What follows belongs to an exercise in optimizing a design on an open flow for small area; a production flow would make more cautious choices. RTL that was checked went through simulation tests only; none was proved equivalent to the original.

==> build 91: inputs <==
// RAM_
module RAM_(clk,rst_n,din,rx_valid,dout,tx_valid);
parameter MEM_DEPTH = 256;
parameter ADDR_SIZE = 8;
parameter DATA_WIDTH = 8;
input clk,rst_n,rx_valid;
input wire [9:0] din;
output reg [7:0] dout;
output reg tx_valid;
reg [DATA_WIDTH-1:0] ring0 [63:0];
reg [DATA_WIDTH-1:0] ring1 [63:0];
reg [DATA_WIDTH-1:0] ring2 [63:0];
reg [DATA_WIDTH-1:0] ring3 [63:0];
reg [7:0] temp_address;
reg [2:0] m;                  
reg a_valid;                  
reg [7:0] a_data;
reg b_valid;                  
reg [7:0] b_addr;
reg [7:0] b_data;
genvar gi, gj;
wire [1:0] pos_a = temp_address[1:0] + m[1:0];
wire [1:0] pos_b = b_addr[1:0] + m[1:0];
wire tap_a = (pos_a == 2'd3);
wire tap_b = (pos_b == 2'd3);
wire [2:0] pol_t = m - 3'd1 - {1'b0, pos_a};
wire pol_a = pol_t[2];
wire [15:0] hi_n, lo_n;
generate
	for (gi = 0; gi < 16; gi = gi + 1) begin : g_pre
		assign hi_n[gi] = ~(temp_address[7:4] == gi);
		assign lo_n[gi] = ~({temp_address[3:2], pos_a} == gi);
	end
endgenerate
wire [255:0] sel;
generate
	for (gi = 0; gi < 256; gi = gi + 1) begin : g_sel
		RAM_nor2 u_s(.a(lo_n[gi % 16]), .b(hi_n[gi / 16]), .y(sel[gi]));
	end
endgenerate
  ...
==> module RAM_, before the edit <==
module RAM_(clk,rst_n,din,rx_valid,dout,tx_valid);
parameter MEM_DEPTH = 256;
parameter ADDR_SIZE = 8;
parameter DATA_WIDTH = 8;
input clk,rst_n,rx_valid;
input wire [9:0] din;
output reg [7:0] dout;
output reg tx_valid;
reg [DATA_WIDTH-1:0] ring0 [63:0];
reg [DATA_WIDTH-1:0] ring1 [63:0];
reg [DATA_WIDTH-1:0] ring2 [63:0];
reg [DATA_WIDTH-1:0] ring3 [63:0];
reg [7:0] temp_address;
reg [2:0] m;                  
reg a_valid;                  
reg [7:0] a_data;
reg b_valid;                  
reg [7:0] b_addr;
reg [7:0] b_data;
genvar gi, gj;
wire [1:0] pos_a = temp_address[1:0] + m[1:0];
wire [1:0] pos_b = b_addr[1:0] + m[1:0];
wire tap_a = (pos_a == 2'd3);
wire tap_b = (pos_b == 2'd3);
wire [2:0] pol_t = m - 3'd1 - {1'b0, pos_a};
wire pol_a = pol_t[2];
wire [15:0] hi_n, lo_n;
generate
	for (gi = 0; gi < 16; gi = gi + 1) begin : g_pre
		assign hi_n[gi] = ~(temp_address[7:4] == gi);
		assign lo_n[gi] = ~({temp_address[3:2], pos_a} == gi);
	end
endgenerate
wire [255:0] sel;
generate
	for (gi = 0; gi < 256; gi = gi + 1) begin : g_sel
		RAM_nor2 u_s(.a(lo_n[gi % 16]), .b(hi_n[gi / 16]), .y(sel[gi]));
	end
endgenerate
wire [DATA_WIDTH-1:0] pdat [255:0];
generate
	for (gi = 0; gi < 64; gi = gi + 1) begin : g_pos
		assign pdat[4*gi]   = ring0[gi];
		assign pdat[4*gi+1] = ring1[gi];
		assign pdat[4*gi+2] = ring2[gi];
		assign pdat[4*gi+3] = ring3[gi];
	end
endgenerate
wire [85:0] term_n [7:0];
generate
	for (gj = 0; gj < 8; gj = gj + 1) begin : g_bit
		for (gi = 0; gi < 85; gi = gi + 1) begin : g_term
			RAM_aoi3 u_t(.s0(sel[3*gi]),   .d0(pdat[3*gi][gj]),
			             .s1(sel[3*gi+1]), .d1(pdat[3*gi+1][gj]),
			             .s2(sel[3*gi+2]), .d2(pdat[3*gi+2][gj]),
			             .y(term_n[gj][gi]));
		end
		assign term_n[gj][85] = ~(sel[255] & pdat[255][gj]);
	end
endgenerate
reg [7:0] raw;
integer j;
always @(*) begin
	for (j = 0; j < 8; j = j + 1)
		raw[j] = ~(&term_n[j]);
end
wire b_match = b_valid & (b_addr == temp_address);
wire fwd = a_valid | b_match;
wire [7:0] fwd_data = a_valid ? a_data : b_data;
wire [7:0] rdata = fwd ? fwd_data : (raw ^ {8{pol_a}});
wire wr = rst_n & (din[9:8] == 2'b01) & rx_valid;
wire achg = rst_n & (((din[9:8] == 2'b00) & rx_valid) | (din[9:8] == 2'b10));
wire a_wr = tap_a & (wr | fwd);
wire [7:0] bus_a = (wr ? din[7:0] : fwd_data) ^ {8{~m[2]}};
wire b_ret = b_valid & tap_b;
wire b_wr = b_ret & ~b_match;
wire [7:0] bus_b = b_data ^ {8{~m[2]}};
wire [15:0] bhi_n;
wire [3:0] blo_n, alo_n;
generate
	for (gi = 0; gi < 16; gi = gi + 1) begin : g_bpre
		assign bhi_n[gi] = ~(b_addr[7:4] == gi);
	end
	for (gi = 0; gi < 4; gi = gi + 1) begin : g_bpre2
		assign blo_n[gi] = ~(b_wr & (b_addr[3:2] == gi));
		assign alo_n[gi] = ~(a_wr & (temp_address[3:2] == gi));
	end
endgenerate
wire [63:0] en_a, en_b, keep;
generate
	for (gi = 0; gi < 64; gi = gi + 1) begin : g_ring
		RAM_nor2 u_ea(.a(alo_n[gi % 4]), .b(hi_n[gi / 4]), .y(en_a[gi]));
		RAM_nor2 u_eb(.a(blo_n[gi % 4]), .b(bhi_n[gi / 4]), .y(en_b[gi]));
		RAM_nor2 u_k(.a(en_a[gi]), .b(en_b[gi]), .y(keep[gi]));
		for (gj = 0; gj < 8; gj = gj + 1) begin : g_b
			wire nx;
			RAM_aoi3 u_w(.s0(en_a[gi]), .d0(bus_a[gj]), .s1(en_b[gi]), .d1(bus_b[gj]),
			             .s2(keep[gi]), .d2(ring3[gi][gj]), .y(nx));
			always @(posedge clk) ring0[gi][gj] <= nx;
		end
	end
endgenerate
integer k;
always @(posedge clk) begin
	for (k = 0; k < 64; k = k + 1) begin
		ring1[k] <= ring0[k];
		ring2[k] <= ring1[k];
		ring3[k] <= ring2[k];
	end
end
always @(posedge clk) begin
	m <= m + 3'd1;
	if (wr) begin
		a_valid <= ~tap_a;
		a_data <= din[7:0];
	end
	else if (tap_a | achg)
		a_valid <= 1'b0;
	if (achg & a_valid & ~tap_a) begin
		b_valid <= 1'b1;
		b_addr <= temp_address;
		b_data <= a_data;
	end
	else if (b_ret)
		b_valid <= 1'b0;
end
always @(posedge clk) begin
	if (achg)
		temp_address <= din[7:0];
end
always @(posedge clk or negedge rst_n) begin
	if (~rst_n) begin
		dout <= 'b0;
		tx_valid <= 0;
	end
	else begin
		case(din[9:8])
			2'b00, 2'b01 : tx_valid <= 0;
			2'b10 : ;
			2'b11 : begin
				dout <= rdata;
				tx_valid <= 1;
			end
		endcase
	end
end
endmodule
export LEC_CHECK = 0
export CAP_MARGIN = 20
export CORE_MARGIN = 2
export CORE_UTILIZATION = 70
export CTS_CLUSTER_DIAMETER = 90
export CTS_CLUSTER_SIZE = 25
export SLEW_MARGIN = 20
export SYNTH_HIERARCHICAL = 1
export SYNTH_MEMORY_MAX_BITS = 4096
create_clock -name core_clock -period 6.0 [get_ports {clk}]
run.sh (not shown) runs the stock make flow with config.mk's settings and CLKGATE_MAP_FILE= SYNTH_SCRIPT=/design/flow/synth_recipe.tcl, a recipe that flattens the netlist after the stock synthesis.
==> trial 4: changes against build 91 <==
==> flow/design.v (replaced) <==
module RAM_aoi3(s0, d0, s1, d1, s2, d2, y);
input s0, d0, s1, d1, s2, d2;
output y;
assign y = ~((s0 & d0) | (s1 & d1) | (s2 & d2));
endmodule
module RAM_nor2(a, b, y);
input a, b;
output y;
assign y = ~(a | b);
endmodule
module RAM_(clk,rst_n,din,rx_valid,dout,tx_valid);
parameter MEM_DEPTH = 256;
parameter ADDR_SIZE = 8;
parameter DATA_WIDTH = 8;
input clk,rst_n,rx_valid;
input wire [9:0] din;
output reg [7:0] dout;
output reg tx_valid;
reg [DATA_WIDTH-1:0] mem [MEM_DEPTH-1:0];
reg [7:0] temp_address;
wire [15:0] lo_n, hi_n;
genvar gi, gj;
generate
	for (gi = 0; gi < 16; gi = gi + 1) begin : g_pre
		assign lo_n[gi] = ~(temp_address[3:0] == gi);
		assign hi_n[gi] = ~(temp_address[7:4] == gi);
	end
endgenerate
wire [MEM_DEPTH-1:0] sel;
generate
	for (gi = 0; gi < MEM_DEPTH; gi = gi + 1) begin : g_sel
		RAM_nor2 u_sel(.a(lo_n[gi % 16]), .b(hi_n[gi / 16]), .y(sel[gi]));
	end
endgenerate
reg [7:0] rdata;
wire [85:0] term_n [7:0];
generate
	for (gj = 0; gj < 8; gj = gj + 1) begin : g_bit
		for (gi = 0; gi < 85; gi = gi + 1) begin : g_term
			RAM_aoi3 u_t(.s0(sel[3*gi]),   .d0(mem[3*gi][gj]),
			             .s1(sel[3*gi+1]), .d1(mem[3*gi+1][gj]),
			             .s2(sel[3*gi+2]), .d2(mem[3*gi+2][gj]),
			             .y(term_n[gj][gi]));
		end
		assign term_n[gj][85] = ~(sel[255] & mem[255][gj]);
	end
endgenerate
integer i, j;
always @(*) begin
	for (j = 0; j < 8; j = j + 1)
		rdata[j] = ~(&term_n[j]);
end
wire wr = rst_n & (din[9:8] == 2'b01) & rx_valid;
wire [7:0] wdata = wr ? din[7:0] : rdata;
integer k;
always @(posedge clk) begin
	for (k = 0; k < MEM_DEPTH; k = k + 1)
		if (sel[k])
			mem[k] <= wdata;
end
always @(posedge clk) begin
	if (rst_n & ((din[9:8] == 2'b00 & rx_valid) | (din[9:8] == 2'b10)))
		temp_address <= din[7:0];
end
always @(posedge clk or negedge rst_n) begin
	if (~rst_n) begin
		dout <= 'b0;
		tx_valid <= 0;
	end
	else begin
		case(din[9:8])
			2'b00, 2'b01 : tx_valid <= 0;
			2'b10 : ;
			2'b11 : begin
				dout <= rdata;
				tx_valid <= 1;
			end
		endcase
	end
end
endmodule
--- a/flow/config.mk
+++ b/flow/config.mk
@@ -7,9 +7,7 @@
 export LEC_CHECK = 0
 export CAP_MARGIN = 20
 export CORE_MARGIN = 2
-export CORE_UTILIZATION = 70
-export CTS_CLUSTER_DIAMETER = 90
-export CTS_CLUSTER_SIZE = 25
+export CORE_UTILIZATION = 65
 export SLEW_MARGIN = 20
 export SYNTH_HIERARCHICAL = 1
 export SYNTH_MEMORY_MAX_BITS = 4096
==> build 1: changes against build 91 <==
--- a/flow/config.mk
+++ b/flow/config.mk
@@ -7,7 +7,7 @@
 export LEC_CHECK = 0
 export CAP_MARGIN = 20
 export CORE_MARGIN = 2
-export CORE_UTILIZATION = 70
+export CORE_UTILIZATION = 55
 export CTS_CLUSTER_DIAMETER = 90
 export CTS_CLUSTER_SIZE = 25
 export SLEW_MARGIN = 20
==> summary of the runs <==
Build 1 ran to the end with violations: negative setup slack. Build 91 produced a clean layout. Trial 4 ran to the end with no violations. Utilization, highest first: build 91, trial 4, build 1. Design area, highest first: trial 4, build 1, build 91. The lowest worst setup slack belongs to build 1, the highest to trial 4. In build 1 the synthesized cell count is larger than in trial 4, by about 25%. In area after synthesis, build 1 and build 91 do not differ.
Function not checked in trial 4: the RTL went through the layout flow alone.

[static timing again, ports no longer ideal]
No port has a modelled driver above. Below, the same layouts with a new extraction and two added sets of constraints.
Step 1 assumes that a clkbuf_16 drives the clock port and a buf_2 every other input.
Step 2 times the ports against the registers' clock, not the clock port: input delays grow and output delays shrink by t, the midpoint of the rising clock arrivals with the driver on.
a / b / c = ideal / step 1 / step 2; a / b = the first two.
| run | t, ns | setup slack, ns | worst register clock-pin slew, ns | worst data-port slew with drivers (ns) |
|---|---|---|---|---|
| build 91 | 0.760 | 0.043 / 0.043 / 0.043 | 0.10 / 0.10 | 0.07 |
| trial 4 | 0.852 | 0.723 / 0.723 / 0.723 | 0.06 / 0.06 | 0.04 |
| build 1 | 0.798 | -0.018 / -0.018 / -0.018 | 0.11 / 0.11 | 0.04 |
